What follows belongs to an exercise in optimizing a design on an open flow for small area; a production flow would make more cautious choices.
Function was checked by simulation only, so behaviour that the tests miss may differ from the original.
No driver is modelled on the clock port, so clocking that relies on it looks cheaper here than on a real chip.
Power figures rest on the tool's default switching activity, not on a simulated workload.

==> flow/design.v (excerpt) <==
module chip8 (
    input clk,
    input rst,
    output [11:0] mem_addr,
    input [7:0] mem_rdata,
    output uart_tx
);
Size in the first run: roughly 2800 cells after synthesis, roughly 49000 sq um of cells after synthesis.
export LEC_CHECK = 0
export CAP_MARGIN = 20
export CORE_MARGIN = 2
export CORE_UTILIZATION = 65
export SLEW_MARGIN = 20
create_clock -name core_clock -period 10.0 [get_ports {clk}]
standard.sh (not shown) runs the stock make flow with config.mk's settings and CLKGATE_MAP_FILE= SYNTH_SCRIPT=/design/flow/synth_recipe.tcl, a recipe that flattens the netlist after the stock synthesis.
==> flow/flow/run.sh <==
#!/bin/bash
# Standard layout with two changes: port buffers use the smallest buffer cell,
# and clock tree synthesis builds larger leaf clusters of clkbuf_16 without
# dummy loads.
set -euo pipefail
export BUFFER_PORTS_ARGS="-buffer_cell sky130_fd_sc_hd__buf_1"
export CTS_ARGS="-sink_clustering_enable -repair_clock_nets -buf_list sky130_fd_sc_hd__clkbuf_16 -sink_clustering_size 34 -sink_clustering_max_diameter 80 -dont_use_dummy_load"
bash standard.sh > standard.log 2>&1
Change:
==> flow/flow/run.sh (replaced) <==
#!/bin/bash
# Standard layout with two changes: port buffers use the smallest buffer cell,
# and clock tree synthesis builds larger leaf clusters of clkbuf_16 without
# dummy loads.
set -euo pipefail
export BUFFER_PORTS_ARGS="-buffer_cell sky130_fd_sc_hd__buf_1"
export CTS_ARGS="-sink_clustering_enable -repair_clock_nets -buf_list sky130_fd_sc_hd__clkbuf_16 -sink_clustering_size 36 -sink_clustering_max_diameter 50 -dont_use_dummy_load"
bash standard.sh > standard.log 2>&1
Settings changed: PLACE_DENSITY set to 0.75.
- The new run completed without violations
- core utilization increases by 1.4 points
- clock power increases by 26%
- design area grows by 2.0%
- global-route usage goes up by 4.1 points
- non-clock buffer count increases by 1
- via count is higher by 3.7%
- routed wire length increases by 24%
Change:
==> flow/flow/run.sh (replaced) <==
#!/bin/bash
# Standard layout with two changes: port buffers use the smallest buffer cell,
# and clock tree synthesis builds larger leaf clusters of clkbuf_16 without
# dummy loads.
set -euo pipefail
export BUFFER_PORTS_ARGS="-buffer_cell sky130_fd_sc_hd__buf_1"
export CTS_ARGS="-sink_clustering_enable -repair_clock_nets -buf_list {sky130_fd_sc_hd__clkbuf_8 sky130_fd_sc_hd__clkbuf_16} -root_buf sky130_fd_sc_hd__clkbuf_16 -tree_buf sky130_fd_sc_hd__clkbuf_8 -sink_clustering_buffer sky130_fd_sc_hd__clkbuf_16 -sink_clustering_size 36 -sink_clustering_max_diameter 80 -dont_use_dummy_load"
bash standard.sh > standard.log 2>&1
Settings changed: PLACE_DENSITY 0.75 to not set.
After rerunning: The new run went through all stages and came out clean. Wire length came out lower by about a fifth. Core utilization came out lower by 1.5 points. Synthesized cell count is unchanged. Sequential cell count does not change.
Change:
==> flow/flow/run.sh (replaced) <==
#!/bin/bash
# Standard layout with two changes: port buffers use the smallest buffer cell,
# and clock tree synthesis builds larger leaf clusters of clkbuf_16 without
# dummy loads.
set -euo pipefail
export BUFFER_PORTS_ARGS="-buffer_cell sky130_fd_sc_hd__buf_1"
export CTS_ARGS="-sink_clustering_enable -repair_clock_nets -buf_list sky130_fd_sc_hd__clkbuf_16 -sink_clustering_size 32 -sink_clustering_max_diameter 100 -dont_use_dummy_load"
bash standard.sh > standard.log 2>&1
- The new run produced a clean layout
- routed wire length climbs by 1.3%
- hold slack gains 15 ps
- design area climbs by 0.34%
- global-route usage climbs by 0.33 points

* * *

Setup of job 101:
The RTL this note starts from:
==> flow/design.v <==
module Display (
    input clk,
    input rst,
    output uart_tx,
    input [3:0] t16,      
    input go,             
    input [1:0] gch,      
    input d0,             
    output ready,         
    output dshift,        
    output esc            
);
    localparam C_D = 2'd0;
    localparam C_AA = 2'd1;
    localparam C_55 = 2'd2;
    localparam C_EC = 2'd3;
    reg [3:0] bc;
    reg [1:0] ch;
    wire [2:0] bi = bc[2:0];
    wire [7:0] ec = 8'hEC;
    wire cbit = (ch == C_D) ? d0 :
                (ch == C_AA) ? bi[0] :
                (ch == C_55) ? !bi[0] : ec[bi];
    assign uart_tx = bc[3] ? cbit : (bc != 4'd7);
    wire edge16 = (t16 == 4'd15);
    assign ready = edge16 && (bc == 4'd0);
    assign dshift = edge16 && (ch == C_D) && bc[3];
    assign esc = (ch == C_EC);
    always @(posedge clk) begin
        if (rst) begin
            bc <= 0;
            ch <= C_D;
        end else if (go) begin
            bc <= 4'd7;
            ch <= gch;
        end else if (edge16 && bc != 0) begin
            bc <= bc + 1;
        end
    end
endmodule
module chip8 (
    input clk,
    input rst,
    output [11:0] mem_addr,
    input [7:0] mem_rdata,
    output uart_tx
);
    localparam S_F0 = 5'd0;      
    localparam S_F1 = 5'd1;      
    localparam S_EX = 5'd2;      
    localparam S_VW = 5'd3;      
    localparam S_VOP = 5'd4;     
    localparam S_DXW = 5'd5;     
    localparam S_DXL = 5'd6;     
    localparam S_DYW = 5'd7;     
    localparam S_DYL = 5'd8;     
    localparam S_RW = 5'd9;      
    localparam S_ROT = 5'd10;    
    localparam S_VFW = 5'd11;    
    localparam S_VFL = 5'd12;    
    localparam S_AA = 5'd13;     
    localparam S_BW = 5'd14;     
    localparam S_CAP = 5'd15;    
    localparam S_RDY = 5'd16;    
    localparam S_55 = 5'd17;     
    localparam S_ZW = 5'd18;     
    localparam S_ZROT = 5'd19;   
    localparam C_D = 2'd0;
    localparam C_AA = 2'd1;
    localparam C_55 = 2'd2;
    localparam C_EC = 2'd3;
    reg [4:0] state;
    reg [11:0] PC;
    reg [11:0] I;
    reg [7:0] hi;
    reg [5:0] x;
    reg [4:0] y;
    reg cf;          
    reg [3:0] t16;
    reg [7:0] kreg;
    wire [2:0] j = t16[2:0];
    wire [7:0] knext = kreg + 8'd61;
    wire slot_end = (j == 3'd7);
    reg [2047:0] scr;
    reg [95:0] vr;
    reg [3:0] vi;
    reg [2:0] vj;
    wire [3:0] vinext = vi + 4'd1;
    wire vend = (vj == 3'd5);
    wire shead = scr[0];
    wire vhead = vr[0];
    wire [3:0] op = hi[7:4];
    wire [3:0] X = hi[3:0];
    wire [3:0] Y = mem_rdata[7:4];
    wire [5:0] dr = {1'b0, kreg[7:3]} - {1'b0, y};
    wire [6:0] dc = {1'b0, kreg[2:0], j} - {1'b0, x};
    wire inrow = !dr[5] && (dr[4:0] < {1'b0, X});    
    wire incol = !dc[6] && (dc[5:3] == 3'd0);
    wire [7:0] kn1 = slot_end ? knext : kreg;
    wire [3:0] ra = kn1[6:3] - y[3:0];
    wire rot = (state == S_RW) || (state == S_ROT);
    wire zero = (state == S_ZW) || (state == S_ZROT);
    assign mem_addr = rot ? (I + {8'd0, ra}) : PC;
    wire [2:0] bsel = (state == S_ROT) ? ~dc[2:0] : vj;
    wire rbit = mem_rdata[bsel];
    wire draw = (state == S_ROT) && op[3];
    wire sbit = draw && inrow && incol && rbit;
    wire clear = ((state == S_ROT) && !op[3]) || (state == S_ZROT);
    wire snew = !clear && (shead ^ sbit);
    wire vop = (state == S_VOP);
    wire cin = cf && (vj != 3'd0);
    wire vsum = op[0] ? (vhead ^ rbit ^ cin) : rbit;   
    wire vnew = zero ? 1'b0 :
                vop ? vsum :
                (state == S_VFL) ? (cf && (vj == 3'd0)) :
                vhead;
    wire [3:0] want = (state == S_DYW) ? Y : (state == S_VFW) ? 4'hF : X;
    wire hit = vend && (vinext == want);
    wire hit0 = slot_end && (knext == 8'd0);
    wire [7:0] sendk = {y, x[2:0]};
    wire special = (hi == 8'hAA) || (hi == 8'h55) || (hi == 8'hEC);
    wire ready, dshift, esc;
    wire go = ready && ((state == S_AA) || (state == S_RDY) || (state == S_55));
    wire [1:0] gch = (state == S_AA) ? C_AA :
                     (state == S_55) ? C_55 :
                     (special && !esc) ? C_EC : C_D;
    Display display (
        .clk(clk),
        .rst(rst),
        .uart_tx(uart_tx),
        .t16(t16),
        .go(go),
        .gch(gch),
        .d0(hi[0]),
        .ready(ready),
        .dshift(dshift),
        .esc(esc)
    );
    always @(posedge clk) begin
        scr <= {snew, scr[2047:1]};
        vr <= {vnew, vr[95:1]};
    end
    always @(posedge clk) begin
        t16 <= t16 + 1;
        vj <= vend ? 3'd0 : vj + 3'd1;
        if (vend) vi <= vinext;
        if (slot_end) kreg <= knext;
        if (state == S_CAP || dshift) hi <= {shead, hi[7:1]};
        if (rst) begin
            state <= S_ZW;
            PC <= 12'h200;
            I <= 0;
        end else begin
            if (vop) cf <= (vhead & rbit) | (vhead & cin) | (rbit & cin);
            if (sbit && shead) cf <= 1;
            case (state)
                S_F0: begin
                    PC <= PC + 1;
                    state <= S_F1;
                end
                S_F1: begin
                    hi <= mem_rdata;
                    state <= S_EX;
                end
                S_EX: begin
                    state <= S_F0;
                    case (op)
                        4'h0: begin
                            PC <= PC + 1;
                            state <= (mem_rdata[3:0] == 0) ? S_RW : S_AA;
                        end
                        4'h1: PC <= {X, mem_rdata};
                        4'h6, 4'h7: state <= S_VW;
                        4'hA: begin
                            I <= {X, mem_rdata};
                            PC <= PC + 1;
                        end
                        4'hD: state <= S_DXW;
                        default: PC <= PC + 1;
                    endcase
                end
                S_VW: if (hit) state <= S_VOP;
                S_VOP: if (vend) begin
                    PC <= PC + 1;
                    state <= S_F0;
                end
                S_DXW: if (hit) state <= S_DXL;
                S_DXL: begin
                    x <= {vhead, x[5:1]};
                    if (vend) state <= S_DYW;
                end
                S_DYW: if (hit) state <= S_DYL;
                S_DYL: begin
                    if (vj < 5) y <= {vhead, y[4:1]};
                    if (vend) begin
                        PC <= PC + 1;
                        hi[3:0] <= mem_rdata[3:0];   
                        cf <= 0;
                        state <= S_RW;
                    end
                end
                S_RW: if (hit0) state <= S_ROT;
                S_ROT: if (hit0) state <= op[3] ? S_VFW : S_AA;
                S_ZW: if (hit0) state <= S_ZROT;
                S_ZROT: if (hit0) state <= S_F0;
                S_VFW: if (hit) state <= S_VFL;
                S_VFL: if (vend) state <= S_AA;
                S_AA: begin
                    x[2:0] <= 0;
                    y <= 0;
                    if (go) state <= S_BW;
                end
                S_BW: if (slot_end && knext == sendk) state <= S_CAP;
                S_CAP: if (slot_end) state <= S_RDY;
                S_RDY: if (go && gch == C_D) begin
                    {y, x[2:0]} <= sendk + 1;
                    state <= (sendk == 8'd255) ? S_55 : S_BW;
                end
                S_55: if (go) state <= S_F0;
                default: state <= S_F0;
            endcase
        end
    end
endmodule
==> flow/config.mk <==
export PLATFORM = sky130hd
export DESIGN_NAME = chip8
export DESIGN_NICKNAME = chip8
export VERILOG_FILES = /design/flow/design.v
export SDC_FILE = /design/flow/constraint.sdc
export NUM_CORES = 4
export LEC_CHECK = 0
export CAP_MARGIN = 20
export CORE_MARGIN = 2
export CORE_UTILIZATION = 65
export SLEW_MARGIN = 20
==> flow/constraint.sdc <==
create_clock -name core_clock -period 10.0 [get_ports {clk}]
set_input_delay 2.0000 -clock core_clock [delete_from_list [all_inputs] [get_ports {clk}]]
set_output_delay 2.0000 -clock core_clock [all_outputs]
set_load 0.01 [all_outputs]
==> flow/flow/run.sh <==
#!/bin/bash
# Standard layout with two changes: port buffers use the smallest buffer cell,
# and clock tree synthesis builds larger leaf clusters (up to 36 sinks within
# 80 um) of clkbuf_16, without dummy loads.
set -euo pipefail
export BUFFER_PORTS_ARGS="-buffer_cell sky130_fd_sc_hd__buf_1"
export CTS_ARGS="-sink_clustering_enable -repair_clock_nets -buf_list sky130_fd_sc_hd__clkbuf_16 -sink_clustering_size 36 -sink_clustering_max_diameter 80 -dont_use_dummy_load"
export POST_CTS_TCL="$(pwd)/flow/post_cts.tcl"
bash standard.sh > standard.log 2>&1
Other scripts of this flow, unchanged in this note and not shown: flow/flow/post_cts.tcl
Per the final summary, job 101 finished and its layout is clean on timing, DRC and antenna.
--- input diff job 101..job 102 ---
==> flow/flow/run.sh <==
#!/bin/bash
# Standard layout with three changes: port buffers use the smallest buffer
# cell; clock tree synthesis builds larger leaf clusters (up to 36 sinks within
# 80 um) of clkbuf_16, without dummy loads; and after it, post_cts.tcl moves any
# flip-flop that ended up far from its leaf buffer to a nearer one.
set -euo pipefail
export BUFFER_PORTS_ARGS="-buffer_cell sky130_fd_sc_hd__buf_1"
export CTS_ARGS="-sink_clustering_enable -repair_clock_nets -buf_list sky130_fd_sc_hd__clkbuf_16 -sink_clustering_size 34 -sink_clustering_max_diameter 80 -dont_use_dummy_load"
export POST_CTS_TCL="$(pwd)/flow/post_cts.tcl"
bash standard.sh > standard.log 2>&1
[summary]
- | wire length of the first global-routing pass | job 102 vs job 101 | ≈ equal |
- Job 101 and job 102 ended up with nearly the same final cell area excluding filler cells.
- Going from job 101 to job 102, power higher; achievable clock frequency has remained practically unchanged; total leakage power now sits at about the same level; met1 wire length lower.
- Sort job 101 and job 102 by hold slack, ascending, and job 101 comes first.
- Between job 101 and job 102, the layout net count does not differ in any meaningful way.
Input-level comparison between job 103 and job 102:
diff --git a/flow/flow/run.sh b/flow/flow/run.sh
--- a/flow/flow/run.sh
+++ b/flow/flow/run.sh
@@ -8 +8 @@
-export CTS_ARGS="-sink_clustering_enable -repair_clock_nets -buf_list sky130_fd_sc_hd__clkbuf_16 -sink_clustering_size 34 -sink_clustering_max_diameter 80 -dont_use_dummy_load"
+export CTS_ARGS="-sink_clustering_enable -repair_clock_nets -buf_list sky130_fd_sc_hd__clkbuf_16 -sink_clustering_size 35 -sink_clustering_max_diameter 80 -dont_use_dummy_load"
Results
Job 103 reached the final stage; the timing, DRC and antenna checks on its layout passed.
Of the two values seen for uppermost layer routed, met4 was produced by job 103 and met5 by job 102.
From job 102 to job 103 the numbers moved as follows: shortest clock period the worst path allows after layout went down 0.013 ns; first-pass GRT wire length held; fmax held.
Changes in job 104 relative to job 103:
diff --git a/flow/flow/run.sh b/flow/flow/run.sh
--- a/flow/flow/run.sh
+++ b/flow/flow/run.sh
@@ -8 +8 @@
-export CTS_ARGS="-sink_clustering_enable -repair_clock_nets -buf_list sky130_fd_sc_hd__clkbuf_16 -sink_clustering_size 35 -sink_clustering_max_diameter 80 -dont_use_dummy_load"
+export CTS_ARGS="-sink_clustering_enable -repair_clock_nets -buf_list sky130_fd_sc_hd__clkbuf_16 -sink_clustering_size 36 -sink_clustering_max_diameter 80 -dont_use_dummy_load"
Job 103 closes out successfully: all stages finished, all timing, DRC and antenna checks passed. Looking at the reports, job 104 completed the entire flow and the layout it produced met the timing, DRC and antenna checks. Looking at cell internal power dissipation, job 104 sits below job 103. Sequential portion of the cell area: job 104 vs job 103 — no meaningful difference. In terms of proportion of total power due to net switching, job 103 and job 104 differ only marginally. Total leakage power of job 104 is on par with job 103. Comparing job 104 with job 103, the clock network area share came out essentially unchanged. STATUS final total power: job 104 wins against job 103. Against job 103, clock-buffer cell count in job 104 fell by a few percent. Worst-case vdd ir drop came out higher on job 104 than on job 103. Sort job 104 and job 103 by final hold slack desc -> top: job 103. Between job 103 and job 104, the routing usage on met2 does not differ in any meaningful way.

-- separate check: timing with driven ports --
The results above use ideal ports. As a check the final layouts listed here were re-extracted and re-timed, cells and wires unchanged. Step 1 sets driving cells, clkbuf_16 on the clock port and buf_2 on the other inputs (assumed; they add their load-dependent delay and slew). Step 2 times the ports against the registers' clock, not the clock port: input delays grow and output delays shrink by t, the midpoint of the rising clock arrivals with the driver on. a / b / c = ideal / step 1 / step 2; a / b = the first two.
| run | t, ns | slack for setup (ns) | hold slack, ns |
|---|---|---|---|
| the first run of note 1 | 0.682 | 3.075 / 3.011 / 3.693 | 0.282 / 0.282 / 0.282 |
| the second run of note 1 | 0.718 | 3.066 / 3.001 / 3.719 | 0.262 / 0.262 / 0.262 |
| the third run of note 1 | 0.673 | 3.118 / 3.054 / 3.728 | 0.266 / 0.266 / 0.266 |
| the fourth run of note 1 | 0.685 | 3.053 / 2.988 / 3.673 | 0.281 / 0.281 / 0.281 |
| job 101 | 0.682 | 3.106 / 3.038 / 3.720 | 0.237 / 0.237 / 0.237 |
| job 102 | 0.674 | 3.114 / 3.045 / 3.720 | 0.280 / 0.280 / 0.280 |
| job 103 | 0.679 | 3.127 / 3.061 / 3.740 | 0.257 / 0.257 / 0.257 |
| job 104 | 0.682 | 3.106 / 3.038 / 3.720 | 0.237 / 0.237 / 0.237 |
After both steps every run listed still meets setup and hold.
